This design comes from an exercise in tuning for small area, a short achievable clock period and few clock cycles per item on the open sky130 flow, not from production work. Where RTL was checked, it was by simulation tests only, not by an equivalence proof against the original. The clock port is modelled as an ideal driver, which makes a skipped or thinned clock tree look cheaper than it is; a real chip needs a root buffer or a tree. No activity file was given, so power comes from the tool's default toggle rates.

Design Log2, start of the top module:
module Log2(
  input clk,
  input reset,
  input h,
  output reg flag,
  input [7:0] in,
  output reg [7:0] out
);
  reg busy;
  wire [7:0] lut;
  always @(posedge clk or posedge reset) begin
    if (reset) begin
      busy <= 1'b0;
      flag <= 1'b0;
    end else begin
      busy <= h;
      flag <= busy | (flag & ~h);
    end
  end
  always @(posedge clk) begin
    if (busy)
      out <= lut;
    else if (h | ~flag)
      out <= in;
  end
  log2_lut u_lut (.x(out), .y(lut));
endmodule
==> module Log2, before the edit <==
module Log2(
  input clk,
  input reset,
  input h,
  output reg flag,
  input [7:0] in,
  output reg [7:0] out
);
  reg busy;
  wire [7:0] lut;
  always @(posedge clk or posedge reset) begin
    if (reset) begin
      busy <= 1'b0;
      flag <= 1'b0;
    end else begin
      busy <= h;
      flag <= busy | (flag & ~h);
    end
  end
  always @(posedge clk) begin
    if (busy)
      out <= lut;
    else if (h | ~flag)
      out <= in;
  end
  log2_lut u_lut (.x(out), .y(lut));
endmodule
export LEC_CHECK = 0
export CAP_MARGIN = 20
export CORE_AREA = 2.5 2.5 61.5 61.5
export DIE_AREA = 0 0 64 64
export SLEW_MARGIN = 20
create_clock -name core_clock -period 10.0 [get_ports {clk}]
standard.sh (not shown) runs the stock make flow with config.mk's settings and CLKGATE_MAP_FILE= SYNTH_SCRIPT=/design/flow/synth_recipe.tcl, a recipe that flattens the netlist after the stock synthesis.
==> flow/flow/run.sh <==
#!/bin/bash
# Standard ORFS layout with these changes:
#  - synthesis maps the logic with the ABC script in flow/abc_area.script
#    (same synthesis script otherwise, so registers keep their names and types);
#  - port buffers are sky130_fd_sc_hd__buf_1 instead of the default delay buffer;
#  - the clock tree is a single clkbuf_8 between the clock port and the ten
#    registers (all registers get the same clock arrival), instead of an H-tree.
set -euo pipefail
rm -rf myscripts
cp -r "$FLOW_HOME/scripts" myscripts
cp flow/abc_area.script myscripts/abc_area.script
python3 - <<'PY'
p = 'myscripts/cts.tcl'
s = open(p).read()
old = 'log_cmd clock_tree_synthesis {*}$cts_args'
assert old in s
new = '''# place the one clock buffer at the centre of the registers it drives
set clk_net [[ord::get_db_block] findNet clk]
set sx 0
set sy 0
set sn 0
foreach iterm [$clk_net getITerms] {
  lassign [[$iterm getInst] getLocation] ix iy
  set sx [expr {$sx + $ix}]
  set sy [expr {$sy + $iy}]
  incr sn
}
set cx [ord::dbu_to_microns [expr {$sx / $sn}]]
set cy [ord::dbu_to_microns [expr {$sy / $sn}]]
puts "clock buffer at $cx $cy for $sn registers"
log_cmd insert_buffer -buffer_cell sky130_fd_sc_hd__clkbuf_8 -net [get_nets clk] -location [list $cx $cy] -buffer_name clkbuf_root -net_name clk_root
set_propagated_clock [all_clocks]'''
open(p, 'w').write(s.replace(old, new))
PY
bash standard.sh synth ABC_AREA=1 SCRIPTS_DIR="$PWD/myscripts" > synth.log 2>&1
bash standard.sh finish SCRIPTS_DIR="$PWD/myscripts" "BUFFER_PORTS_ARGS=-buffer_cell sky130_fd_sc_hd__buf_1" > layout.log 2>&1
==> flow/flow/abc_area.script <==
strash
dch
map -D 1600
topo
upsize -D 1900
dnsize -D 1900
Testbench counts at the start, summed over its fixed seeds: cycles 8,192, conversions 4,096.
==> next run, changes <==
--- a/flow/design.v
+++ b/flow/design.v
@@ -19,13 +19,13 @@
   end
   always @(posedge clk) begin
     if (busy)
       out <= lut;
     else if (h | ~flag)
-      out <= in;
+      out <= ~in;
   end
-  log2_lut u_lut (.x(out), .y(lut));
+  log2_lut u_lut (.x(~out), .y(lut));
 endmodule
 module log2_lut(input [7:0] x, output [7:0] y);
   wire [7:0] oh;
   assign oh[7] = x[7];
   assign oh[6] = ~x[7] & x[6];
The new run passed the timing, design-rule and antenna checks.
Design area stays flat.
Final cell count went down by 2.9%.
Synthesized area barely changes.
Hold slack improves by 10 ps.
Global-route usage barely changes.
Total power went up by 24%.
Utilization hardly moves.
Combinational power goes up by 43%.
Worst setup slack loses 18 ps.
Die area does not change.
Sequential power grows by 7.1%.
Routed wire length is higher by 1.4%.
Only the layout flow was run in the second run of this note; the RTL was not checked for function there. In every run of this note, the design's own scripts or RTL, not TritonCTS, make the clock network.

==> port drivers added, routing unchanged <==
The results above use ideal ports. As a check the final layouts listed here were re-extracted and re-timed, cells and wires unchanged.
Step 1 sets driving cells, clkbuf_16 on the clock port and buf_2 on the other inputs (assumed; they add their load-dependent delay and slew).
Step 2 adds t to the input delays and takes it off the output delays; t is the mean of the earliest and latest rising clock arrival at the registers after step 1. Input paths then give back, and output paths get back, about the clock's delay inside the block.
Slacks: no drivers / after step 1 / after step 2; pairs: no drivers / after step 1.
| run | t (ns) | setup slack, ns | worst setup path after step 2 | slew at the worst register clock pin (ns) | worst slew at a driven data input, ns |
|---|---|---|---|---|---|
| the first run | 0.154 | 7.155 / 7.133 / 7.219 | register to register | 0.07 / 0.07 | 0.03 |
| the second run | 0.158 | 7.137 / 7.137 / 7.137 | register to register | 0.07 / 0.07 | 0.03 |
After both steps setup and hold are still met in every run listed.
